Background: an optimization exercise with open tools, aiming at small area, a short achievable clock period and few clock cycles. Do not read the settings as production practice.
Only simulation tests tie the RTL to the original design; equivalence was not proved.
Power and IR drop assume default switching activity.

### design.v
module onehot_from_bin (in,out);
function integer log2;
  input integer val;
  begin
	 log2 = 0;
	 while (val > 0) begin
	    val = val >> 1;
		log2 = log2 + 1;
	 end
  end
endfunction
parameter WIDTH = 64;
parameter LOG_WIDTH = log2(WIDTH-1);
input [LOG_WIDTH-1:0] in;
output [WIDTH-1:0] out;
reg [WIDTH-1:0] out;
always @(in) begin
	out = 0;
	out[in] = 1'b1;
end
endmodule
module onehot_to_bin #(
        parameter ONEHOT_WIDTH = 16
    ) (
    input  [ONEHOT_WIDTH-1:0]  onehot,
    output [BIN_WIDTH-1:0]     bin);
localparam BIN_WIDTH = $clog2(ONEHOT_WIDTH-1);
genvar i,j;
generate
    for (j=0; j<BIN_WIDTH; j=j+1)
    begin : jl
        wire [ONEHOT_WIDTH-1:0] tmp_mask;
        for (i=0; i<ONEHOT_WIDTH; i=i+1)
        begin : il
            assign tmp_mask[i] = i[j];
        end
        assign bin[j] = |(tmp_mask & onehot);
    end
endgenerate
endmodule
module arbiter (
	req, grant, base
);
parameter WIDTH = 16;
input [WIDTH-1:0] req;
output [WIDTH-1:0] grant;
input [WIDTH-1:0] base;
wire [2*WIDTH-1:0] double_req = {req,req};
wire [2*WIDTH-1:0] double_grant = double_req & ~(double_req-base);
assign grant = double_grant[WIDTH-1:0] | double_grant[2*WIDTH-1:WIDTH];
endmodule
module movegen_piece_stack #(
        parameter POSITION = 1,
        parameter WIDTH = 10
  ) (
    input logic              clk,
    input logic              clear,
    input logic [WIDTH-1:0]  in_data,
    input logic              load,
    output reg  [WIDTH-1:0]  out_data
  );
  always @(posedge clk) begin
    if (clear) begin
      out_data <= 0;
    end else if (load) begin
      out_data <= in_data;
    end
  end
endmodule
module movegen_rankfile (
  input logic        clk,
  input logic        in_pos_valid,
  input logic        in_pos_sop,
  output wire [5:0]  out_rankfile
  );
  reg [5:0] r_rankfile_bin;
  always @(posedge clk) begin
    if (in_pos_valid && in_pos_sop) begin
      r_rankfile_bin <= 0;
    end else begin
      r_rankfile_bin <= r_rankfile_bin + in_pos_valid;
    end
  end
  wire [5:0] rankfile_bin = in_pos_sop ? 6'b0 : r_rankfile_bin + in_pos_valid;
  assign out_rankfile = {{ 3'd7 - rankfile_bin[5:3], rankfile_bin[2:0] }};
endmodule
module movegen_lookup_output(
  input logic clk,
  input logic        in_pos_valid,
  input logic [3:0]  in_pos_data,
  input logic        in_pos_sop,
  input logic [5:0]  lookup_rankfile,
  output [3:0]       out_piece
  );
  reg was_in_pos_data_sop;
  always @(posedge clk) begin
    if (in_pos_valid) begin
      was_in_pos_data_sop <= in_pos_sop;
    end
  end
  assign out_piece = 4'b0;
endmodule
module movegen_square #(
        parameter RANK = 1,
        parameter FILE = 1
  ) (
  input logic clk,
  input logic        in_pos_valid,
  input logic [3:0]  in_pos_data,
  output wire  [3:0] out_pos_data,
  input logic        i_ep_file,
  input logic [3:0]  i_castle_rights,
  output        o_pn,
  output        o_ps,
  output        o_pne_nw,
  output        o_pse_sw,
  input logic   i_pn,
  input logic   i_pne,
  input logic   i_pse,
  input logic   i_ps,
  input logic   i_psw,
  input logic   i_pnw,
  output        o_kn,
  output        o_kne,
  output        o_ke,
  output        o_kse,
  output        o_ks,
  output        o_ksw,
  output        o_kw,
  output        o_knw,
  input logic   i_ks,
  input logic   i_ksw,
  input logic   i_kw,
  input logic   i_knw,
  input logic   i_kn,
  input logic   i_kne,
  input logic   i_ke,
  input logic   i_kse,
  output        o_sn,
  output        o_sne,
  output        o_se,
  output        o_sse,
  output        o_ss,
  output        o_ssw,
  output        o_sw,
  output        o_snw,
  input logic   i_ss,
  input logic   i_ssw,
  input logic   i_sw,
  input logic   i_snw,
  input logic   i_sn,
  input logic   i_sne,
  input logic   i_se,
  input logic   i_sse,
  output        o_nnne,
  output        o_nnnw,
  output        o_nsse,
  output        o_nssw,
  output        o_neen,
  output        o_nees,
  output        o_nwwn,
  output        o_nwws,
  input logic   i_nsse,
  input logic   i_nssw,
  input logic   i_nnne,
  input logic   i_nnnw,
  input logic   i_nwwn,
  input logic   i_nwws,
  input logic   i_neen,
  input logic   i_nees,
  output        o_castle_e,
  output        o_castle_w,
  input logic   i_castle_e,
  input logic   i_castle_w,
  input logic   emit_move,
  output        target_square,
  input logic   load_attackers,
  input logic   wtp
  );
  reg [3:0] pos;
  reg       is_attacked;
  always @(posedge clk) begin
    if (in_pos_valid) begin
      pos <= in_pos_data;
    end
    if (load_attackers) begin
      is_attacked <=  i_pne | i_pse | i_psw | i_pnw |
                      i_kn | i_kne | i_ke | i_kse | i_ks | i_ksw | i_kw | i_knw |
                      i_ss | i_sn | i_sw | i_se | i_ssw | i_snw | i_sne | i_sse |
                      i_nsse | i_nssw | i_nnne | i_nnnw | i_neen | i_nees | i_nwwn | i_nwws;
    end
  end
  assign out_pos_data = pos;
  wire [2:0] piece = pos[2:0];
  wire sq_occup = |piece;
  wire sq_empty = pos == 4'h0;
  wire sq_play  = sq_occup && pos[3] == wtp;
  wire sq_oppos = sq_occup && pos[3] != wtp;
  wire p_king, p_queen, p_rook, p_bishop, p_knight;
  assign p_king   = piece == 3'h1;
  assign p_queen  = piece == 3'h2;
  assign p_rook   = piece == 3'h3;
  assign p_bishop = piece == 3'h4;
  assign p_knight = piece == 3'h5;
  wire p_white_pawn = pos == 4'hE;
  wire p_black_pawn = pos == 4'h6;
  wire emit_attack = sq_oppos & load_attackers;
  wire pn = (emit_move & p_white_pawn);
  assign o_pn  = pn || (RANK == 3 & i_ps & sq_empty);    
  assign o_pne_nw = pn || (emit_attack & p_white_pawn);  
  wire ps = (emit_move & p_black_pawn);
  assign o_ps  = ps || (RANK == 6 & i_pn & sq_empty);    
  assign o_pse_sw = ps || (emit_attack & p_black_pawn);  
  wire k = (emit_move || emit_attack) & p_king;
  assign o_kn  = k;
  assign o_kne = k;
  assign o_ke  = k;
  assign o_kse = k;
  assign o_ks  = k;
  assign o_ksw = k;
  assign o_kw  = k;
  assign o_knw = k;
  wire slide_hver = (emit_move || emit_attack) & (p_queen | p_rook);
  wire slide_diag = (emit_move || emit_attack) & (p_queen | p_bishop);
  assign o_sn  = slide_hver | (sq_empty & i_ss);
  assign o_ss  = slide_hver | (sq_empty & i_sn);
  assign o_se  = slide_hver | (sq_empty & i_sw);
  assign o_sw  = slide_hver | (sq_empty & i_se);
  assign o_sne = slide_diag | (sq_empty & i_ssw);
  assign o_sse = slide_diag | (sq_empty & i_snw);
  assign o_ssw = slide_diag | (sq_empty & i_sne);
  assign o_snw = slide_diag | (sq_empty & i_sse);
  wire n = (emit_move || emit_attack) & p_knight;
  assign o_nnne = n;
  assign o_nnnw = n;
  assign o_nssw = n;
  assign o_nsse = n;
  assign o_nwwn = n;
  assign o_nwws = n;
  assign o_neen = n;
  assign o_nees = n;
  wire castle_move;
  generate
    if (RANK == 1 && FILE == 5) begin  
      assign o_castle_w = i_castle_rights[2] & emit_move & !is_attacked;  
      assign o_castle_e = i_castle_rights[3] & emit_move & !is_attacked;  
      assign castle_move = 0;
    end
    else if (RANK == 8 && FILE == 5) begin  
      assign o_castle_w = i_castle_rights[0] & emit_move & !is_attacked;  
      assign o_castle_e = i_castle_rights[1] & emit_move & !is_attacked;  
      assign castle_move = 0;
    end
    else if (RANK == 1) begin  
      assign o_castle_w = sq_empty && i_castle_e & !is_attacked;
      assign o_castle_e = sq_empty && i_castle_w & !is_attacked;
      assign castle_move = (FILE == 7 && o_castle_e) | (FILE == 3 && o_castle_w);
    end
    else if (RANK == 8) begin  
      assign o_castle_w = sq_empty && i_castle_e & !is_attacked;
      assign o_castle_e = sq_empty && i_castle_w & !is_attacked;
      assign castle_move = (FILE == 7 && o_castle_e) | (FILE == 3 && o_castle_w);
    end
    else begin : not_king_row
      assign o_castle_e = 0;
      assign o_castle_w = 0;
      assign castle_move = 0;
    end
  endgenerate
  wire pawn_move, pawn_take, pawn_ep, king_move, slide_move, knight_move;
  assign pawn_move = (i_pn | i_ps) & sq_empty;
  assign pawn_take = (i_pne | i_pse | i_psw | i_pnw) & sq_oppos;
  assign pawn_ep   = (((i_pne | i_pnw) && sq_empty && RANK == 3) |
                      ((i_pse | i_psw) && sq_empty && RANK == 6))
                    && i_ep_file;
  assign king_move = (i_kn | i_kne | i_ke | i_kse | i_ks | i_ksw | i_kw | i_knw) & (sq_empty | sq_oppos);
  assign slide_move = (i_ss | i_sn | i_sw | i_se | i_ssw | i_snw | i_sne | i_sse) & (sq_empty | sq_oppos);
  assign knight_move = (i_nsse | i_nssw | i_nnne | i_nnnw | i_neen | i_nees | i_nwwn | i_nwws) & (sq_empty | sq_oppos);
  assign target_square = pawn_move || pawn_take || pawn_ep || knight_move || slide_move || king_move || castle_move;
endmodule
module psudolegal_board(
  input logic clk,
  input logic rst,
  input logic        in_pos_valid,
  input logic [3:0]  in_pos_data,
  input logic        in_pos_sop,
  input logic        in_pos_eop,
  input logic        in_wtp,
  input logic [3:0]  in_castle,
  input logic [3:0]  in_ep,
  input logic       start,
  output reg        o_uci_valid,
  output reg [20:0] o_uci_data,
  output reg        o_uci_sop,
  output reg        o_uci_eop
  );
  reg [255:0] bdv;
  always @(posedge clk)
    if (in_pos_valid) bdv <= {bdv[251:0], in_pos_data};
  reg       wtp_r;
  reg [3:0] cas_r;
  reg [3:0] ep_r;
  always @(posedge clk) begin
    wtp_r <= in_wtp;
    cas_r <= in_castle;
    ep_r  <= in_ep;
  end
  function automatic [5:0] pidx(input [2:0] r, input [2:0] f);
    pidx = {r, ~f};
  endfunction
  wire [63:0] occ, colw, own;
  genvar gi;
  generate
    for (gi = 0; gi < 64; gi = gi + 1) begin : sq
      assign occ[gi]  = |bdv[gi*4 +: 3];
      assign colw[gi] = bdv[gi*4 + 3];
      assign own[gi]  = occ[gi] & (colw[gi] == wtp_r);
    end
  endgenerate
  function automatic [3:0] sqv(input [255:0] b, input integer p);
    sqv = b[p*4 +: 4];
  endfunction
  reg  [5:0] cnt;      
  reg        vld_d;    
  always @(posedge clk) begin
    if (in_pos_valid) cnt <= in_pos_sop ? 6'd1 : cnt + 6'd1;
    vld_d <= in_pos_valid;
  end
  wire [2:0] wj = cnt[2:0] + 3'd6;    
  function automatic ray(input [255:0] b, input integer p0, input integer st,
                         input [2:0] n, input bit by_white, input bit diag,
                         input integer kmin, input integer kmax);
    integer k;
    reg a;
    reg [3:0] c;
    begin
      a = 1'b0;
      for (k = 6; k >= 0; k = k - 1) begin
        c = b[(p0 + k*st)*4 +: 4];
        if (k < kmax && (k < kmin || k < n))
          a = (c == {by_white, 3'd2} || c == {by_white, diag ? 3'd4 : 3'd3}) ||
              (c[2:0] == 3'd0 && a);
      end
      ray = a;
    end
  endfunction
  function automatic is_pc(input [3:0] c, input bit w, input [2:0] t);
    is_pc = c == {w, t};
  endfunction
  wire w1 = ray(bdv, 9, 8, 3'd7, 1'b0, 1'b0, 7, 7) |              
            ray(bdv, 8, 7, 3'd7 - wj, 1'b0, 1'b1, 1, 5) |         
            ray(bdv, 10, 9, wj, 1'b0, 1'b1, 2, 6) |               
            ray(bdv, 2, 1, wj, 1'b0, 1'b0, 2, 6) |                
            (wj != 3'd7 && wj != 3'd6 && is_pc(sqv(bdv, 7), 1'b0, 3'd5)) |
            is_pc(sqv(bdv, 11), 1'b0, 3'd5) | is_pc(sqv(bdv, 16), 1'b0, 3'd5) |
            is_pc(sqv(bdv, 18), 1'b0, 3'd5) |
            is_pc(sqv(bdv, 8), 1'b0, 3'd6) | is_pc(sqv(bdv, 10), 1'b0, 3'd6) |
            is_pc(sqv(bdv, 8), 1'b0, 3'd1) | is_pc(sqv(bdv, 9), 1'b0, 3'd1) |
            is_pc(sqv(bdv, 10), 1'b0, 3'd1) | is_pc(sqv(bdv, 2), 1'b0, 3'd1) |
            is_pc(sqv(bdv, 0), 1'b0, 3'd1);
  wire w8 = ray(bdv, 49, -8, 3'd7, 1'b1, 1'b0, 7, 7) |            
            ray(bdv, 48, -9, 3'd7 - wj, 1'b1, 1'b1, 1, 5) |       
            ray(bdv, 50, -7, wj, 1'b1, 1'b1, 2, 6) |              
            ray(bdv, 58, 1, wj, 1'b1, 1'b0, 2, 6) |               
            ray(bdv, 56, -1, 3'd7 - wj, 1'b1, 1'b0, 1, 5) |       
            (wj != 3'd7 && wj != 3'd6 && is_pc(sqv(bdv, 47), 1'b1, 3'd5)) |
            is_pc(sqv(bdv, 51), 1'b1, 3'd5) | is_pc(sqv(bdv, 40), 1'b1, 3'd5) |
            is_pc(sqv(bdv, 42), 1'b1, 3'd5) |
            is_pc(sqv(bdv, 48), 1'b1, 3'd6) | is_pc(sqv(bdv, 50), 1'b1, 3'd6) |
            is_pc(sqv(bdv, 48), 1'b1, 3'd1) | is_pc(sqv(bdv, 49), 1'b1, 3'd1) |
            is_pc(sqv(bdv, 50), 1'b1, 3'd1) | is_pc(sqv(bdv, 58), 1'b1, 3'd1) |
            is_pc(sqv(bdv, 56), 1'b1, 3'd1);
  reg [4:0] a1, a8;
  always @(posedge clk)
    if (vld_d) begin
      a1 <= {a1[3:0], w1};
      a8 <= {a8[3:0], w8};
    end
  wire e1_east = ray(bdv, 2, -1, 3'd3, 1'b0, 1'b0, 3, 3);
  wire wk_ok = cas_r[3] & !occ[pidx(0,5)] & !occ[pidx(0,6)] & !a1[2] & !a1[1] & !a1[0] & !e1_east;
  wire wq_ok = cas_r[2] & !occ[pidx(0,3)] & !occ[pidx(0,2)] & !a1[2] & !a1[3] & !a1[4] & !e1_east;
  wire bk_ok = cas_r[1] & !occ[pidx(7,5)] & !occ[pidx(7,6)] & !a8[2] & !a8[1] & !a8[0];
  wire bq_ok = cas_r[0] & !occ[pidx(7,3)] & !occ[pidx(7,2)] & !a8[2] & !a8[3] & !a8[4];
  wire ck_ok = wtp_r ? wk_ok : bk_ok;
  wire cq_ok = wtp_r ? wq_ok : bq_ok;
  function automatic [11:0] phstart(input [2:0] t, input [2:0] r, input [2:0] f,
                                    input w, input kok, input qok, input integer p);
    reg [7:0] fo, f1, f2, cm;
    reg [2:0] tr;
    reg ok, hv, dg, home;
    begin
      fo = 8'd1 << f;
      f1 = (fo << 1) | (fo >> 1);
      f2 = (fo << 2) | (fo >> 2);
      hv = t == 3'd2 || t == 3'd3;
      dg = t == 3'd2 || t == 3'd4;
      home = f == 3'd4 && r == (w ? 3'd0 : 3'd7);
      ok = 1'b0; tr = r; cm = 8'd0;
      case (t)
        3'd5: begin
          case (p)
            0: begin ok = r <= 3'd5; tr = r + 3'd2; cm = f1; end
            1: begin ok = r <= 3'd6; tr = r + 3'd1; cm = f2; end
            2: begin ok = r >= 3'd1; tr = r - 3'd1; cm = f2; end
            default: begin ok = r >= 3'd2; tr = r - 3'd2; cm = f1; end
          endcase
        end
        3'd1: begin
          case (p)
            0: begin ok = r <= 3'd6; tr = r + 3'd1; cm = f1 | fo; end
            1: begin ok = 1'b1; tr = r;
                     cm = f1 | {1'b0, home & kok, 3'b000, home & qok, 2'b00}; end
            2: begin ok = r >= 3'd1; tr = r - 3'd1; cm = f1 | fo; end
            default: ;
          endcase
        end
        3'd6: begin
          if (p == 0) begin ok = 1'b1; tr = w ? r + 3'd1 : r - 3'd1; cm = f1 | fo; end
        end
        default: begin
          case (p)
            0: begin ok = hv; tr = r; cm = f1; end
            1: begin ok = r <= 3'd6; tr = r + 3'd1; cm = (dg ? f1 : 8'd0) | (hv ? fo : 8'd0); end
            2: begin ok = r >= 3'd1; tr = r - 3'd1; cm = (dg ? f1 : 8'd0) | (hv ? fo : 8'd0); end
            default: ;
          endcase
        end
      endcase
      phstart = {ok, tr, cm};
    end
  endfunction
  function automatic [13:0] nextph(input [2:0] t, input [2:0] r, input [2:0] f,
                                   input w, input kok, input qok, input all, input [1:0] ph);
    reg [11:0] s [0:3];
    reg [3:0] okv, oh;
    reg seen;
    reg [1:0] op;
    reg [2:0] otr;
    reg [7:0] ocm;
    integer p;
    begin
      for (p = 0; p < 4; p = p + 1) begin
        s[p] = phstart(t, r, f, w, kok, qok, p);
        okv[p] = s[p][11] && (all || p > ph);
      end
      seen = 1'b0;
      for (p = 0; p < 4; p = p + 1) begin
        oh[p] = okv[p] && !seen;
        seen = seen | okv[p];
      end
      op = 2'd0; otr = 3'd0; ocm = 8'd0;
      for (p = 0; p < 4; p = p + 1) begin
        op  = op  | ({2{oh[p]}} & p[1:0]);
        otr = otr | ({3{oh[p]}} & s[p][10:8]);
        ocm = ocm | ({8{oh[p]}} & s[p][7:0]);
      end
      nextph = {seen, op, otr, ocm};
    end
  endfunction
  reg        seed;
  reg        ns_v;
  reg  [5:0] ns;
  reg        f_v;
  reg  [5:0] f_sq;
  reg  [2:0] f_t;
  reg  [7:0]  gany, gsel, grow, gin;
  reg  [2:0]  glo [0:7];
  reg  [2:0]  ilo;
  reg  [5:0]  sn;
  reg         sseen, iseen;
  integer fg, fi;
  always @(*) begin
    for (fg = 0; fg < 8; fg = fg + 1) begin
      gany[fg] = |own[fg*8 +: 8];
      glo[fg] = 3'd0;
      for (fi = 7; fi >= 0; fi = fi - 1)
        if (own[fg*8+fi]) glo[fg] = fi[2:0];
    end
    grow = own[ns[5:3]*8 +: 8];
    for (fi = 0; fi < 8; fi = fi + 1)
      gin[fi] = grow[fi] && fi > ns[2:0] && !seed;
    iseen = |gin;
    ilo = 3'd0;
    for (fi = 7; fi >= 0; fi = fi - 1)
      if (gin[fi]) ilo = fi[2:0];
    sseen = 1'b0;
    for (fg = 0; fg < 8; fg = fg + 1) begin
      gsel[fg] = gany[fg] && (seed || fg > ns[5:3]) && !sseen;
      sseen = sseen | (gany[fg] && (seed || fg > ns[5:3]));
    end
    sn = 6'd0;
    for (fg = 0; fg < 8; fg = fg + 1)
      sn = sn | ({6{gsel[fg]}} & {fg[2:0], glo[fg]});
    if (iseen) sn = {ns[5:3], ilo};
    sseen = sseen | iseen;
  end
  wire [2:0] ns_t = bdv[ns*4 +: 3];
  reg        run;      
  reg        act;      
  reg  [2:0] cr, cf, ct;    
  reg  [1:0] ph;
  reg  [2:0] tr;           
  reg  [7:0] cm;           
  reg  [7:0] dn;           
  reg  [1:0] pm;
  reg [7:0] r_occ, r_col;
  integer rf;
  integer rk;
  always @(*)
    for (rf = 0; rf < 8; rf = rf + 1) begin
      r_occ[rf] = occ[{tr, ~rf[2:0]}];
      r_col[rf] = colw[{tr, ~rf[2:0]}];
    end
  wire [7:0] own8 = r_occ & ~(r_col ^ {8{wtp_r}});
  wire [7:0] opp8 = r_occ &  (r_col ^ {8{wtp_r}});
  wire [7:0] emp8 = ~r_occ;
  wire       is_pawn = ct == 3'd6;
  wire       is_sld  = ct == 3'd2 || ct == 3'd3 || ct == 3'd4;
  reg  [7:0] fbel, fo, ep8;    
  integer fx;
  always @(*)
    for (fx = 0; fx < 8; fx = fx + 1) begin
      fbel[fx] = cf > fx;
      fo[fx]   = cf == fx;
      ep8[fx]  = ep_r == fx + 1 && (tr == (wtp_r ? 3'd5 : 3'd2));
    end
  wire [7:0] vm = !is_pawn ? cm & ~own8 :
                  ph[0]    ? cm & emp8 :
                             cm & ((fo & emp8) | (~fo & (opp8 | (ep8 & emp8))));
  wire [7:0] ev = vm & ~dn;
  reg  [7:0] e1;
  reg  [2:0] etf;
  reg        eseen;
  integer ei;
  always @(*) begin
    eseen = 1'b0; etf = 3'd0;
    for (ei = 0; ei < 8; ei = ei + 1) begin
      e1[ei] = ev[ei] && !eseen;
      if (ev[ei] && !eseen) etf = ei[2:0];
      eseen = eseen | ev[ei];
    end
  end
  wire last  = (ev & ~e1) == 8'd0;
  wire emit  = act && eseen;
  wire promo = is_pawn && (tr == 3'd0 || tr == 3'd7);
  wire hold  = emit && promo && pm != 2'd3;
  wire [7:0] rx   = cm & emp8;
  wire [7:0] fabv = ~(fo | fbel);
  wire [7:0] rays = ((rx & fbel) >> 1) | ((rx & fabv) << 1) | (rx & fo);
  wire s_cont = is_sld && rays != 8'd0 &&
                (ph == 2'd0 || (ph == 2'd1 ? tr != 3'd7 : tr != 3'd0));
  wire p_cont = is_pawn && ph == 2'd0 && cr == (wtp_r ? 3'd1 : 3'd6) && (emp8 & fo) != 8'd0;
  wire [2:0] tr_up = tr + 3'd1;
  wire [2:0] tr_dn = tr - 3'd1;
  wire c_same = ph == 2'd0 && is_sld;
  wire c_up   = ph == 2'd1 || (is_pawn && wtp_r);
  wire [2:0] c_tr  = c_same ? tr : (c_up ? tr_up : tr_dn);
  wire cont = s_cont || p_cont;
  wire [2:0]  f_r = f_sq[5:3];
  wire [2:0]  f_f = ~f_sq[2:0];
  function automatic [3:0] phok(input [2:0] t, input [2:0] r, input [2:0] f,
                                input w, input kok, input qok);
    reg [11:0] x0, x1, x2, x3;
    begin
      x0 = phstart(t, r, f, w, kok, qok, 0);
      x1 = phstart(t, r, f, w, kok, qok, 1);
      x2 = phstart(t, r, f, w, kok, qok, 2);
      x3 = phstart(t, r, f, w, kok, qok, 3);
      phok = {x3[11], x2[11], x1[11], x0[11]};
    end
  endfunction
  reg  [3:0] rem4;           
  wire       more = act && !is_pawn && rem4 != 4'd0;
  wire [3:0] f_ok = phok(f_t, f_r, f_f, wtp_r, ck_ok, cq_ok);
  wire [2:0] x_t = more ? ct : f_t;
  wire [2:0] x_r = more ? cr : f_r;
  wire [2:0] x_f = more ? cf : f_f;
  wire [3:0] x_m = more ? rem4 : f_ok;
  wire [3:0] x_oh = x_m & ~{x_m[2:0], 1'b0} & ~{x_m[1:0], 2'b0} & ~{x_m[0], 3'b0};
  reg  [13:0] x_np;
  reg  [11:0] x_s;
  integer xp;
  always @(*) begin
    x_np = 14'd0;
    for (xp = 0; xp < 4; xp = xp + 1) begin
      x_s = phstart(x_t, x_r, x_f, wtp_r, ck_ok, cq_ok, xp);
      x_np = x_np | ({14{x_oh[xp]}} & {1'b1, xp[1:0], x_s[10:0]});
    end
  end
  wire [3:0] rem4_n = x_m & ~x_oh;
  wire [13:0] w_np = x_np;
  wire [13:0] f_np = x_np;
  wire gend      = act && !hold && last;
  wire piece_end = !act || (gend && !cont && !more);
  wire do_switch = run && piece_end && f_v;
  wire done_now  = run && act && piece_end && !f_v;
  wire f_take    = do_switch || !f_v;
  always @(posedge clk) begin
    if (rst) begin
      run <= 1'b0; act <= 1'b0; seed <= 1'b0; ns_v <= 1'b0; f_v <= 1'b0;
    end else begin
      seed <= start;
      if (start) begin
        run <= 1'b1; act <= 1'b0; f_v <= 1'b0; ns_v <= 1'b0;
      end else begin
        if (seed || (f_take && ns_v)) ns_v <= sseen;
        if (f_take) f_v <= ns_v && !seed;
      end
      if (done_now) begin
        run <= 1'b0; act <= 1'b0;
      end
      if (do_switch) act <= 1'b1;
    end
    if (seed || (f_take && ns_v)) ns <= sn;
    if (f_take) begin
      f_sq <= ns; f_t <= ns_t;
    end
    if (hold) begin
      pm <= pm + 2'd1;
    end else begin
      pm <= 2'd0;
      if (do_switch) begin
        cr <= f_r; cf <= f_f; ct <= f_t;
        ph <= f_np[12:11]; tr <= f_np[10:8]; cm <= f_np[7:0];
        rem4 <= rem4_n;
        dn <= 8'd0;
      end else if (act && !last) begin
        dn <= dn | e1;
      end else if (act) begin
        dn <= 8'd0;
        if (cont) begin
          tr <= c_tr;
          if (is_pawn) begin ph <= 2'd1; cm <= fo; end
          else cm <= rays;
        end else begin
          ph <= w_np[12:11]; tr <= w_np[10:8]; cm <= w_np[7:0];
          rem4 <= rem4_n;
        end
      end
    end
  end
  wire        m_v = emit;
  wire [20:0] m_w = {promo, pm, ct, cf, cr, 3'd0, etf, tr};
  reg [20:0] hbuf;
  reg        hv, flush, sent;
  always @(posedge clk) begin
    if (m_v) hbuf <= m_w;
    o_uci_data <= hbuf;
    o_uci_sop  <= !sent;
    if (rst) begin
      hv <= 1'b0; flush <= 1'b0; sent <= 1'b0;
      o_uci_valid <= 1'b0; o_uci_eop <= 1'b0;
    end else begin
      o_uci_valid <= hv && (m_v || done_now || flush);
      o_uci_eop   <= (done_now && !m_v) || flush;
      flush <= done_now && m_v;
      if (hv && (m_v || done_now || flush)) sent <= 1'b1;
      if (m_v) hv <= 1'b1;
      else if ((done_now || flush) && hv) hv <= 1'b0;
      if (start) sent <= 1'b0;
    end
  end
endmodule
### flow/run.sh
#!/bin/bash
set -euo pipefail
bash standard.sh SETUP_SLACK_MARGIN=9.5 finish > flow.log 2>&1
### standard.sh
#!/bin/bash
# synth_recipe.tcl (not shown) runs the flow's synth.tcl, then flattens the netlist and writes it again
# the make line also repeats each setting of config.mk as NAME=value (left out here)
make -C /OpenROAD-flow-scripts/flow DESIGN_CONFIG=/design/flow/config.mk WORK_HOME=/design/flow/orfs CLKGATE_MAP_FILE= SYNTH_SCRIPT=/design/flow/synth_recipe.tcl "${@:-finish}"
### config.mk
export PLATFORM = sky130hd
export DESIGN_NAME = psudolegal_board
export DESIGN_NICKNAME = psudolegal_board
export VERILOG_FILES = /design/flow/design.v
export SDC_FILE = /design/flow/constraint.sdc
export NUM_CORES = 4
export LEC_CHECK = 0
export ABC_AREA = 1
export CAP_MARGIN = 40
export CORE_MARGIN = 2
export CORE_UTILIZATION = 60
export CTS_CLUSTER_DIAMETER = 100
export CTS_CLUSTER_SIZE = 20
export PLACE_DENSITY = 0.7
export SETUP_SLACK_MARGIN = 1.0
export SLEW_MARGIN = 40
### constraint.sdc
create_clock -name core_clock -period 13.0 [get_ports {clk}]
set_input_delay 2.6000 -clock core_clock [delete_from_list [all_inputs] [get_ports {clk}]]
set_output_delay 2.6000 -clock core_clock [all_outputs]
set_load 0.01 [all_outputs]
==> impl_metrics.sql, run 1 <==
INSERT INTO impl_metrics (metric_group, metric, value, unit) VALUES
('synthesis', 'yosys_most_used_dff', 'sky130_fd_sc_hd__edfxtp_1', ''),
('placed_design', 'place_hpwl', '52820', 'µm'),
('drt', 'dr_total_vias', '19415', ''),
('setup_path', 'cp_top_family', 'flip-flops', ''),
('synthesis', 'synth_top_cells_by_area', 'sky130_fd_sc_hd__edfxtp_1 49%, sky130_fd_sc_hd__nand2_1 11%, sky130_fd_sc_hd__inv_1 5.8%', ''),
('clocking', 'worst_skew_pair.late_latency', '0.59', 'ns'),
('clocking', 'root_buffer', 'sky130_fd_sc_hd__clkbuf_16', ''),
('power', 'power.internal', '0.001894', 'W'),
('cells_and_area', 'final_nets', '2559', ''),
('timing', 'worst_clock_skew', '0.02897', 'ns'),
('drt', 'post_drt_wl_per_cell', '24.92', 'µm'),
('synthesis', 'synth_sequential_area_ratio', '52.51', '%'),
('clocking', 'tritoncts', 'built', ''),
('power', 'total_power', '0.002770', 'W'),
('timing', 'slew_viols_final', '0', ''),
('placed_design', 'io_buffers', '38', ''),
('clocking', 'numCtsBuffers', '23', ''),
('setup_path', 'critical_path_arrival', '1.02', 'ns'),
('min_path', 'hold_depth', '0', ''),
('drt', 'detail_route.drc_violations', '0', ''),
('global_routing', 'grt_remaining_overflow', '0', ''),
('power', 'power_frac_seq', '52.2', '%'),
('cells_and_area', 'filler_cell_count', '2633', ''),
('setup_path', 'required', '10.40', 'ns'),
('min_path', 'min-delay-path-class', 'reg -> reg', ''),
('cells_and_area', 'fin_area', '24000', 'µm²'),
('clocking', 'cts_num_sinks', '376', ''),
('drt', 'drtIter0Drc', '2944', ''),
('global_routing', 'grt.total_usage', '40.49', '%'),
('cells_and_area', 'flow.area_growth_from_synthesis', '15.82', '%'),
('setup_path', 'setup.reg_to_reg.worst_slack', '9.38', 'ns'),
('synthesis', 'synthXorXnorAreaFrac', '1.606', '%'),
('drt', 'drtPass1Iterations', '9', ''),
('cells_and_area', 'drive_above_1_share', '13.75', '%'),
('timing', 'clock.fmax', '276.0', 'MHz'),
('outcome', 'run_status', 'no timing/DRC/antenna violations', ''),
('synthesis', 'synth_compound_gate_area_share', '14.86', '%'),
('synthesis', 'synth_cells', '2431', ''),
('placed_design', 'detailed_place.area', '21520', 'µm²'),
('min_path', 'endpoint_worst_hold', 'o_uci_data[20]$_DFF_P_', ''),
('floorplanning', 'design.die.area', '36040', 'µm²'),
('timing', 'fin_tns_setup', '0', 'ns'),
('power', 'switching_fraction_of_total_power', '31.61', '%'),
('timing', 'min_period_over_period', '27.87', '%'),
('min_path', 'hold_path_startpoint', 'hbuf[20]$_DFFE_PP_', ''),
('setup_path', 'timing.critical_path.cells', 'buf_2', ''),
('synthesis', 'synth-async-reset-ratio', '0', '%'),
('clocking', 'clk_transition_reported_paths', '0.09', 'ns'),
('timing', 'hold_violations', '0', ''),
('synthesis', 'synth_cell_type_count', '63', ''),
('timing', 'setup_viol', '0', ''),
('global_routing', 'grt_pass1_wl', '107500', 'µm'),
('clocking', 'cts-hold-fix-buffers', '0', ''),
('synthesis', 'synth_top_cell_by_area', 'sky130_fd_sc_hd__edfxtp_1', ''),
('setup_path', 'cp_num_buf_inv', '1', ''),
('power', 'comb_power_share', '20.5', '%'),
('timing', 'period_needed', '3.624', 'ns'),
('synthesis', 'synthesis.area', '20720', 'µm²'),
('global_routing', 'antenna_found_initial', '2', ''),
('floorplanning', 'initial_standard_cell_utilization_of_the_core', '60.44', '%'),
('global_routing', 'grt_pass1_vias', '17774', ''),
('power', 'largest_voltage_drop_on_the_vdd_net', '133.9', 'µV'),
('drt', 'via_per_inst', '6.467', ''),
('power', 'power.share.clock', '27.2', '%'),
('setup_path', 'critPathMaxFanout', '1', ''),
('setup_path', 'end_kind', 'output port', ''),
('global_routing', 'pin_count_of_the_biggest_net_entering_global_routing', '106', ''),
('floorplanning', 'chipWidth', '189.8', 'µm'),
('timing', 'worst-slew-pin-transition', '0.8552', 'ns'),
('floorplanning', 'boundaryPins', '43', ''),
('synthesis', 'synth.top_cell.area_share', '48.54', '%');
-- placed cells by master, fill, tap and decap left out, drive strengths merged, types with 4 or more instances in the layout --
| master | instances |
|---|---|
| a2111oi | 6 |
| a211oi | 6 |
| a21oi | 143 |
| a221oi | 12 |
| a22oi | 31 |
| a311oi | 4 |
| a31oi | 21 |
| a32o | 6 |
| buf | 119 |
| clkbuf | 40 |
| clkdlybuf4s50 | 16 |
| clkinv | 4 |
| clkinvlp | 4 |
| dfxtp | 41 |
| edfxtp | 335 |
| ha | 11 |
| inv | 331 |
| nand2 | 604 |
| nand3 | 128 |
| nand3b | 11 |
| nand4 | 32 |
| nor2 | 230 |
| nor3 | 46 |
| nor4 | 24 |
| o2111ai | 11 |
| o211ai | 15 |
| o21a | 4 |
| o21ai | 163 |
| o21bai | 4 |
| o221ai | 17 |
| o22ai | 31 |
| o311ai | 6 |
| o31ai | 5 |
| o32ai | 5 |
| o41ai | 5 |
| or2 | 17 |
| xnor2 | 26 |
| xor2 | 12 |
-- worst max path at each step --
stage	from	endpoint	slack, ns	cells after the start
CTS	o_uci_data[17]$_DFF_P_	o_uci_data[17]	9.37	1
finish	o_uci_data[2]$_DFF_P_	o_uci_data[2]	9.38	1
floorplan	tr[1]$_DFFE_PP_	rem4[1]$_DFFE_PP_	9.77	23
global route	tr[1]$_DFFE_PP_	tr[1]$_DFFE_PP_	9.30	24
detailed placement	tr[1]$_DFFE_PP_	rem4[2]$_DFFE_PP_	8.04	18
global placement	tr[1]$_DFFE_PP_	rem4[1]$_DFFE_PP_	8.12	22
-- power groups by stage --
stage	combinational (W)	clock, W	sequential [W]
6_report	0.000568	0.000755	0.00145
5_1_grt	0.000600	0.000790	0.00145
4_1_cts	0.000521	0.000756	0.00144
3_5_place_dp	0.000496	0	0.00147
3_3_place_gp	0.000490	0	0.00147
2_1_floorplan	0.000317	0	0.00145
-- repair_timing --
action | in CTS | in global routing
setup buffers | 42 | 32
gates resized for setup | 217 | 130
hold endpoints to repair | 0 | 0
gates cloned | 7 | 3
pin swaps | 32 | 46
endpoints found under the setup margin | 285 | 195
-- cells in the mapped netlist (all sizes together) (12+ instances only) --
library cell	instances
a31oi	21
xor2	12
a221oi	12
nand2	603
buf	32
o211ai	15
clkbuf	43
o22ai	31
inv	330
nor4	24
xnor2	26
nand4	32
o221ai	17
or2	17
dfxtp	41
nor2	228
o21ai	163
nor3	46
a21oi	143
edfxtp	335
a22oi	31
nand3	127
-- cells by family after synthesis --
| kind of cell | count (synthesis) |
|---|---|
| AO/OA/AOI/OAI | 505 |
| XOR/XNOR | 38 |
| adder cells (fa/ha/maj) | 12 |
| flip-flops | 376 |
| AND/OR/NAND/NOR | 1091 |
| other | 1 |
| buffers and inverters | 408 |
-- area by class of cell --
| cell class | count | area [µm²] | area share (%) |
|---|---|---|---|
| flip-flops and latches | 376 | 10890 | 45.37 |
| inverters | 333 | 1334 | 5.557 |
| well taps | 455 | 569.3 | 2.372 |
| diodes | 2 | 5.005 | 0.02085 |
| clock inverters | 3 | 37.54 | 0.1564 |
| repair inverters | 3 | 25.02 | 0.1043 |
| clock buffers | 39 | 635.6 | 2.648 |
| multi-input cells | 1653 | 9109 | 37.95 |
| repair buffers | 138 | 1396 | 5.818 |
-- through the flow --
step / setup WS (ns) / utilization [%] / hold slack [ns] / instances
floorplan: 9.766 / - / 0.3233 / 2433
global placement: 8.121 / 62.72 / 0.3246 / 2874
detailed placement: 8.038 / 62.75 / 0.3269 / 2874
CTS: 9.369 / 67.62 / 0.3448 / 2965
global route: 9.295 / 69.98 / 0.3525 / 3000
finish: 9.376 / 70.00 / 0.3435 / 3002
-- sequential cells by signal, indices dropped and copies added, names as in the netlist, 3 cells and up --
name,flops
cr,3
cm,8
cf,3
f_sq,6
ns,6
a1,5
hbuf,18
ct,3
a8,5
tr,3
cas_r,4
rem4,3
ep_r,4
cnt,3
dn,8
bdv,256
o_uci_data,18
f_t,3
-- per-layer routing --
| layer | part of all wire [%] | GRT usage (%) | routed length [µm] | vias up |
|---|---|---|---|---|
| met5 | 0.10 | 0 | 78 | - |
| met4 | 7.7 | 24.15 | 5752 | 4 |
| met3 | 13 | 8.965 | 9386 | 364 |
| met2 | 44 | 62.69 | 32820 | 1470 |
| met1 | 36 | 52.45 | 26780 | 9011 |
| li1 | - | - | - | 8566 |
Testbench counts, summed over its fixed seeds: cycles 117,286.
==> run 2, diff against run 1 <==
==> flow/run.sh (replaced) <==
#!/bin/bash
set -euo pipefail
bash standard.sh SETUP_SLACK_MARGIN=9.3 finish > flow.log 2>&1
==> impl_metrics.sql, run 2 <==
INSERT INTO impl_metrics (metric_group, metric, value, unit) VALUES
('drt', 'post_drt_wl_per_cell', '24.78', 'µm'),
('timing', 'worst_slew_margin_rel', '43.64', '%'),
('clocking', 'root_buffer', 'sky130_fd_sc_hd__clkbuf_16', ''),
('global_routing', 'grt_pass1_wl', '105500', 'µm'),
('synthesis', 'synth_warnings', '9', ''),
('clocking', 'cts-htree-levels', '1', ''),
('timing', 'worst_clock_skew', '0.03103', 'ns'),
('synthesis', 'synthMostInstantiatedCell', 'sky130_fd_sc_hd__nand2_1', ''),
('drt', 'detail_route.drc_violations', '0', ''),
('cells_and_area', 'layout_commonest_cell', 'sky130_fd_sc_hd__nand2_1', ''),
('setup_path', 'worst-setup-path-type', 'reg -> reg', ''),
('floorplanning', 'initial_standard_cell_utilization_of_the_core', '60.44', '%'),
('drt', 'dr_total_vias', '19083', ''),
('power', 'largest_voltage_drop_on_the_vdd_net', '136.6', 'µV'),
('timing', 'setup_viol', '0', ''),
('timing', 'min_period_over_period', '29.32', '%'),
('min_path', 'hold_depth', '0', ''),
('setup_path', 'required', '13.21', 'ns'),
('cells_and_area', 'flow.area_growth_from_synthesis', '12.24', '%'),
('setup_path', 'setup.reg_to_reg.worst_slack', '9.19', 'ns'),
('synthesis', 'synth_sequential_area_ratio', '52.51', '%'),
('synthesis', 'postSynthAreaPerCell', '8.524', 'µm²'),
('power', 'total_power', '0.002749', 'W'),
('timing', 'period_needed', '3.811', 'ns'),
('setup_path', 'cp-start-kind', 'flop', ''),
('clocking', 'maximum_number_of_buffers_from_clock_root_to_sink', '3', ''),
('setup_path', 'critical_path_arrival', '4.02', 'ns'),
('placed_design', 'io_buffers', '38', ''),
('timing', 'hold_slack', '0.3449', 'ns'),
('synthesis', 'yosys_register_bits', '376', ''),
('drt', 'drt-total-wl', '73680', 'µm'),
('timing', 'worst-slew-pin-transition', '0.8453', 'ns'),
('synthesis', 'synth_cell_type_count', '63', ''),
('drt', 'drtIter0Drc', '2812', ''),
('synthesis', 'yosys_most_used_dff', 'sky130_fd_sc_hd__edfxtp_1', ''),
('floorplanning', 'core-area', '34290', 'µm²'),
('cells_and_area', 'drive_above_1_share', '10.17', '%'),
('power', 'p_per_area', '118.2', 'nW/µm²'),
('placed_design', 'preCtsSetupSlack', '8.038', 'ns'),
('placed_design', 'gp_congestion', '1.061', ''),
('drt', 'drtPass1Iterations', '7', ''),
('power', 'leakagePower', '9.538', 'nW'),
('timing', 'slew_viols_final', '0', ''),
('synthesis', 'synth_edf_count', '335', ''),
('cells_and_area', 'final_nets', '2532', ''),
('global_routing', 'grt_pass1_vias', '17490', ''),
('floorplanning', 'boundaryPins', '43', ''),
('floorplanning', 'die_h', '189.8', 'µm'),
('clocking', 'cts_num_sinks', '376', ''),
('clocking', 'worst_skew_pair.late_latency', '0.59', 'ns'),
('drt', 'met2RoutedLength', '32540', 'µm'),
('cells_and_area', 'reg.largest.list', 'bdv (256), hbuf (18), o_uci_data (18)', ''),
('timing', 'clock.fmax', '262.4', 'MHz'),
('timing', 'hold_violations', '0', ''),
('flow_run', 'drv_cap', '0', ''),
('placed_design', 'place_hpwl', '52820', 'µm'),
('timing', 'rsz_0062_raised_after_global_routing', 'yes', ''),
('synthesis', 'synth-async-reset-ratio', '0', '%'),
('global_routing', 'grt.total_usage', '39.61', '%'),
('synthesis', 'top_cell_types_by_occurrence_after_synthesis', '596 x sky130_fd_sc_hd__nand2_1, 335 x sky130_fd_sc_hd__edfxtp_1, 321 x sky130_fd_sc_hd__inv_1', ''),
('drt', 'highest-signal-layer', 'met5', ''),
('outcome', 'run_status', 'no timing/DRC/antenna violations', ''),
('cells_and_area', 'largest_register_ffs', '256', ''),
('cells_and_area', 'most-common-layout-cells', '572 x sky130_fd_sc_hd__nand2_1, 335 x sky130_fd_sc_hd__edfxtp_1, 318 x sky130_fd_sc_hd__inv_1', ''),
('min_path', 'min-delay-path-class', 'reg -> reg', ''),
('drt', 'met1_length', '26170', 'µm'),
('drt', 'via_per_inst', '6.417', ''),
('cells_and_area', 'fin_area', '23260', 'µm²'),
('global_routing', 'antenna_found_initial', '2', ''),
('clocking', 'numCtsBuffers', '23', ''),
('placed_design', 'detailed_place.area', '21520', 'µm²'),
('synthesis', 'synth_top_cells_by_area', 'sky130_fd_sc_hd__edfxtp_1 49%, sky130_fd_sc_hd__nand2_1 11%, sky130_fd_sc_hd__inv_1 5.8%', ''),
('cells_and_area', 'top_register', 'bdv', ''),
('drt', 'final_antenna_net_count', '0', ''),
('synthesis', 'synth_top_cell_by_area', 'sky130_fd_sc_hd__edfxtp_1', ''),
('setup_path', 'end_kind', 'flop', ''),
('timing', 'finalWorstSetupSlack', '9.189', 'ns'),
('clocking', 'tritoncts', 'built', ''),
('synthesis', 'synthesis.area', '20720', 'µm²'),
('synthesis', 'synth_cells', '2431', ''),
('synthesis', 'synth.top_cell.area_share', '48.54', '%'),
('global_routing', 'grt_remaining_overflow', '0', ''),
('floorplanning', 'rows', '68', ''),
('floorplanning', 'design.die.area', '36040', 'µm²'),
('cells_and_area', 'filler_cell_count', '2730', ''),
('floorplanning', 'chipWidth', '189.8', 'µm'),
('setup_path', 'critPathMaxFanout', '13', ''),
('timing', 'fin_tns_setup', '0', 'ns'),
('setup_path', 'timing.reg2reg.worst_path_depth', '12', ''),
('drt', 'route.met3.wl', '9720', 'µm'),
('global_routing', 'pin_count_of_the_biggest_net_entering_global_routing', '106', ''),
('clocking', 'clk_transition_reported_paths', '0.08', 'ns');
[run 2: cell counts after synthesis]
No cell type changed its count.
[run 2: power breakdown]
part           total (W)  internal [W]  switching, W  leakage (nW)
combinational   0.000547      0.000156      0.000390          5.63
sequential       0.00145       0.00139     0.0000602          3.59
clock           0.000755      0.000340      0.000415         0.321
total            0.00275       0.00188      0.000865          9.54
[run 2: logic make-up (layout without fill, tap and decap cells)]
group / after synthesis / count (layout) / share of synthesized area (%)
other: 1 / 4 / 0.01810
AO/OA/AOI/OAI: 505 / 505 / 14.86
adder cells (fa/ha/maj): 12 / 12 / 0.7608
XOR/XNOR: 38 / 38 / 1.606
buffers and inverters: 408 / 491 / 7.813
flip-flops: 376 / 376 / 52.51
AND/OR/NAND/NOR: 1091 / 1093 / 22.44
[run 2: final timing paths]
check	endpoint	start
worst min register to register	o_uci_data[20]$_DFF_P_	hbuf[20]$_DFFE_PP_
worst min-delay path	o_uci_data[20]$_DFF_P_	hbuf[20]$_DFFE_PP_
worst max register to register	a1[0]$_DFFE_PP_	cnt[2]$_SDFFCE_PP0P_
worst max-delay path	a1[0]$_DFFE_PP_	cnt[2]$_SDFFCE_PP0P_
[run 2: final cells by class]
cell class	instances	area, µm²	share of cell area (%)
repair inverters	3	26.28	0.1130
clock buffers	39	635.6	2.733
multi-input cells	1651	8712	37.46
diodes	1	2.502	0.01076
well taps	455	569.3	2.448
clock inverters	3	37.54	0.1614
inverters	333	1318	5.665
flip-flops and latches	376	10880	46.80
repair buffers	113	1074	4.616
[run 2: worst max-delay path, cell delays in order (launching register included)]
cell	delay (ns)
sky130_fd_sc_hd__edfxtp_1	0.46
sky130_fd_sc_hd__inv_1	0.12
sky130_fd_sc_hd__ha_2	0.62
sky130_fd_sc_hd__a21oi_1	0.09
sky130_fd_sc_hd__buf_4	0.20
sky130_fd_sc_hd__inv_1	0.34
sky130_fd_sc_hd__o21ai_0	0.23
sky130_fd_sc_hd__nand3_1	0.13
sky130_fd_sc_hd__a22oi_1	0.10
sky130_fd_sc_hd__o21ai_0	0.29
sky130_fd_sc_hd__a21oi_1	0.12
sky130_fd_sc_hd__nor4_1	0.36
sky130_fd_sc_hd__nand3_1	0.38
[run 2: metal layers]
layer | up-vias | track usage (%)
li1 | 8502 | -
met3 | 306 | 8.688
met5 | - | 0
met4 | 2 | 22.33
met2 | 1478 | 61.68
met1 | 8795 | 51.62
[run 2: what timing repair did]
item | 4_1_cts | 5_1_grt
setup endpoints to repair | 123 | 151
pin swaps | 3 | 19
hold buffers | 0 | 0
resized for setup | 135 | 99
cloned | 2 | 6
setup buffers | 16 | 31
hold endpoints to repair | 0 | 0
[run 2: per-stage QoR]
| stage | cells | util, % |
|---|---|---|
| after floorplan | 2433 | - |
| final | 2974 | 67.83 |
| after CTS | 2934 | 65.52 |
| after global routing | 2973 | 67.83 |
| after global placement | 2874 | 62.72 |
| after detailed placement | 2874 | 62.75 |
==> run 3, diff against run 2 <==
--- a/design.v
+++ b/design.v
@@ -351,5 +351,4 @@
             ray(bdv, 8, 7, 3'd7 - wj, 1'b0, 1'b1, 1, 5) |         
             ray(bdv, 10, 9, wj, 1'b0, 1'b1, 2, 6) |               
-            ray(bdv, 2, 1, wj, 1'b0, 1'b0, 2, 6) |                
             (wj != 3'd7 && wj != 3'd6 && is_pc(sqv(bdv, 7), 1'b0, 3'd5)) |
             is_pc(sqv(bdv, 11), 1'b0, 3'd5) | is_pc(sqv(bdv, 16), 1'b0, 3'd5) |
@@ -362,6 +361,4 @@
             ray(bdv, 48, -9, 3'd7 - wj, 1'b1, 1'b1, 1, 5) |       
             ray(bdv, 50, -7, wj, 1'b1, 1'b1, 2, 6) |              
-            ray(bdv, 58, 1, wj, 1'b1, 1'b0, 2, 6) |               
-            ray(bdv, 56, -1, 3'd7 - wj, 1'b1, 1'b0, 1, 5) |       
             (wj != 3'd7 && wj != 3'd6 && is_pc(sqv(bdv, 47), 1'b1, 3'd5)) |
             is_pc(sqv(bdv, 51), 1'b1, 3'd5) | is_pc(sqv(bdv, 40), 1'b1, 3'd5) |
@@ -378,8 +375,11 @@
     end
   wire e1_east = ray(bdv, 2, -1, 3'd3, 1'b0, 1'b0, 3, 3);
-  wire wk_ok = cas_r[3] & !occ[pidx(0,5)] & !occ[pidx(0,6)] & !a1[2] & !a1[1] & !a1[0] & !e1_east;
-  wire wq_ok = cas_r[2] & !occ[pidx(0,3)] & !occ[pidx(0,2)] & !a1[2] & !a1[3] & !a1[4] & !e1_east;
-  wire bk_ok = cas_r[1] & !occ[pidx(7,5)] & !occ[pidx(7,6)] & !a8[2] & !a8[1] & !a8[0];
-  wire bq_ok = cas_r[0] & !occ[pidx(7,3)] & !occ[pidx(7,2)] & !a8[2] & !a8[3] & !a8[4];
+  wire e1_west = ray(bdv, 4, 1, 3'd4, 1'b0, 1'b0, 4, 4);
+  wire e8_east = ray(bdv, 58, -1, 3'd3, 1'b1, 1'b0, 3, 3);
+  wire e8_west = ray(bdv, 60, 1, 3'd4, 1'b1, 1'b0, 4, 4);
+  wire wk_ok = cas_r[3] & !occ[pidx(0,5)] & !occ[pidx(0,6)] & !a1[2] & !a1[1] & !a1[0] & !e1_east & !e1_west;
+  wire wq_ok = cas_r[2] & !occ[pidx(0,3)] & !occ[pidx(0,2)] & !a1[2] & !a1[3] & !a1[4] & !e1_east & !e1_west;
+  wire bk_ok = cas_r[1] & !occ[pidx(7,5)] & !occ[pidx(7,6)] & !a8[2] & !a8[1] & !a8[0] & !e8_east & !e8_west;
+  wire bq_ok = cas_r[0] & !occ[pidx(7,3)] & !occ[pidx(7,2)] & !a8[2] & !a8[3] & !a8[4] & !e8_east & !e8_west;
   wire ck_ok = wtp_r ? wk_ok : bk_ok;
   wire cq_ok = wtp_r ? wq_ok : bq_ok;
==> flow/run.sh (replaced) <==
#!/bin/bash
set -euo pipefail
bash standard.sh SETUP_SLACK_MARGIN=9.5 finish > flow.log 2>&1
==> impl_metrics.sql, run 3 <==
INSERT INTO impl_metrics (metric_group, metric, value, unit) VALUES
('global_routing', 'grt_remaining_overflow', '0', ''),
('floorplanning', 'die_h', '191.0', 'µm'),
('drt', 'dr_total_vias', '19321', ''),
('timing', 'slew_viols_final', '0', ''),
('drt', 'drtPass1Iterations', '6', ''),
('power', 'p_per_area', '116.8', 'nW/µm²'),
('outcome', 'run_status', 'no timing/DRC/antenna violations', ''),
('clocking', 'tritoncts', 'built', ''),
('clocking', 'maximum_number_of_buffers_from_clock_root_to_sink', '3', ''),
('timing', 'setup_viol', '0', ''),
('setup_path', 'cp-start-kind', 'flop', ''),
('timing', 'worst_slew_margin_rel', '33.40', '%'),
('global_routing', 'grt.total_usage', '37.70', '%'),
('clocking', 'worst_skew_pair.late_latency', '0.57', 'ns'),
('clocking', 'clk_transition_reported_paths', '0.09', 'ns'),
('cells_and_area', 'final_nets', '2553', ''),
('setup_path', 'required', '13.27', 'ns'),
('timing', 'hold_violations', '0', ''),
('synthesis', 'top_cell_types_by_occurrence_after_synthesis', '500 x sky130_fd_sc_hd__nand2_1, 335 x sky130_fd_sc_hd__edfxtp_1, 285 x sky130_fd_sc_hd__inv_1', ''),
('floorplanning', 'initial_standard_cell_utilization_of_the_core', '60.89', '%'),
('synthesis', 'synth_warnings', '11', ''),
('synthesis', 'synth.top_cell.area_share', '47.94', '%'),
('timing', 'clock.fmax', '272.7', 'MHz');
==> run 3: worst reg2reg max path, stage by stage, from the launching register on <==
cell and delay, ns:
sky130_fd_sc_hd__edfxtp_1 0.47, sky130_fd_sc_hd__buf_6 0.20, sky130_fd_sc_hd__buf_12 0.14, sky130_fd_sc_hd__buf_16 0.15
sky130_fd_sc_hd__nand2_4 0.08, sky130_fd_sc_hd__nand3_4 0.10, sky130_fd_sc_hd__nand3_4 0.13, sky130_fd_sc_hd__nand2_1 0.08
sky130_fd_sc_hd__nand2_1 0.06, sky130_fd_sc_hd__nand2_1 0.05, sky130_fd_sc_hd__nor2_1 0.09, sky130_fd_sc_hd__nor2_1 0.05
sky130_fd_sc_hd__nand2_1 0.07, sky130_fd_sc_hd__nand2_2 0.07, sky130_fd_sc_hd__nand2_2 0.10, sky130_fd_sc_hd__nand3_4 0.11
sky130_fd_sc_hd__buf_6 0.13, sky130_fd_sc_hd__nand2_2 0.04, sky130_fd_sc_hd__o211ai_1 0.08, sky130_fd_sc_hd__nor2_1 0.16
sky130_fd_sc_hd__nand2_2 0.10, sky130_fd_sc_hd__nor2_4 0.15, sky130_fd_sc_hd__nand3_2 0.11, sky130_fd_sc_hd__nand2_4 0.10
sky130_fd_sc_hd__nand3_4 0.16, sky130_fd_sc_hd__clkinvlp_4 0.19, sky130_fd_sc_hd__buf_6 0.12, sky130_fd_sc_hd__buf_6 0.09
==> run 3: logic make-up (layout without fill, tap and decap cells) <==
family | after synthesis | after routing | synth area share (%)
other | 1 | 3 | 0.01787
AO/OA/AOI/OAI | 571 | 571 | 15.95
XOR/XNOR | 32 | 32 | 1.336
multiplexers | 1 | 1 | 0.04771
AND/OR/NAND/NOR | 1080 | 1080 | 22.23
adder cells (fa/ha/maj) | 14 | 14 | 0.8706
buffers and inverters | 389 | 459 | 7.698
flip-flops | 376 | 376 | 51.85
==> run 3: path summary, 6_finish.rpt <==
path,from,to,slack (ns),cells after the start
worst min register to register,hbuf[2]$_DFFE_PP_,o_uci_data[2]$_DFF_P_,0.34,0
worst max register to register,tr[0]$_DFFE_PP_,ct[0]$_DFFE_PP_,9.33,27
worst max-delay path,tr[0]$_DFFE_PP_,ct[0]$_DFFE_PP_,9.33,27
worst min-delay path,hbuf[2]$_DFFE_PP_,o_uci_data[2]$_DFF_P_,0.34,0
==> run 3: metrics by stage <==
step / cell area (µm²) / worst slack, ns
6_report: 23740 / 9.333
5_1_grt: 23740 / 9.149
4_1_cts: 23140 / 9.406
3_5_place_dp: 21600 / 8.485
3_3_place_gp: 21570 / 8.366
2_1_floorplan: 20990 / 9.810
==> run 3: layout make-up <==
cell class	count	area, µm²
clock buffer	39	635.6
clock inverter	1	30.03
fill	2684	10720
inverter	295	1152
multi-input combinational	1701	9071
sequential	376	10890
tap	455	569.3
timing repair buffer	121	1369
timing repair inverter	3	21.27
==> run 3: what timing repair did <==
item	CTS	global route
setup buffers	33	20
gates cloned	8	7
gates resized for setup	206	85
pin swaps	20	31
endpoints found under the setup margin	257	124
==> run 3: routing by layer <==
| metal | GRT usage, % | wire length, µm | vias up |
|---|---|---|---|
| met5 | 0 | 23 | - |
| met4 | 20.33 | 4674 | 4 |
| met3 | 6.609 | 8381 | 280 |
| met2 | 56.98 | 30580 | 1389 |
| met1 | 52.00 | 27060 | 8980 |
| li1 | - | - | 8668 |
==> run 3: power by group <==
part           switching (W)  internal [W]
registers          0.0000626       0.00139
clock network       0.000395      0.000353
logic               0.000401      0.000172
Testbench counts of run 3, summed over its fixed seeds: cycles 117,286.

-- what the ideal ports hide --
How much do the figures lean on ideal ports? The routed layouts below were timed once more, with nothing changed but the port constraints. Step 1 assumes that a clkbuf_16 drives the clock port and a buf_2 every other input. Step 2 also shifts input and output timing later by t, the mid clock arrival at the registers, as if the neighbouring blocks saw the same clock. Three values: ideal, step 1, step 2; two values: the first two.
run	shift t [ns]	slack for setup (ns)	hold slack, ns	clock arrival spread, ns
run 1	0.633	9.376 / 9.318 / 8.993	0.343 / 0.343 / 0.343	0.031 / 0.032
run 2	0.631	9.189 / 9.189 / 8.803	0.345 / 0.345 / 0.345	0.035 / 0.035
run 3	0.611	9.333 / 9.333 / 8.954	0.344 / 0.344 / 0.344	0.039 / 0.039
After both steps setup and hold are still met in every run listed. The setup slack of run 2, which loses most, moves by 0.000 ns with the drivers and by -0.386 ns with both steps.
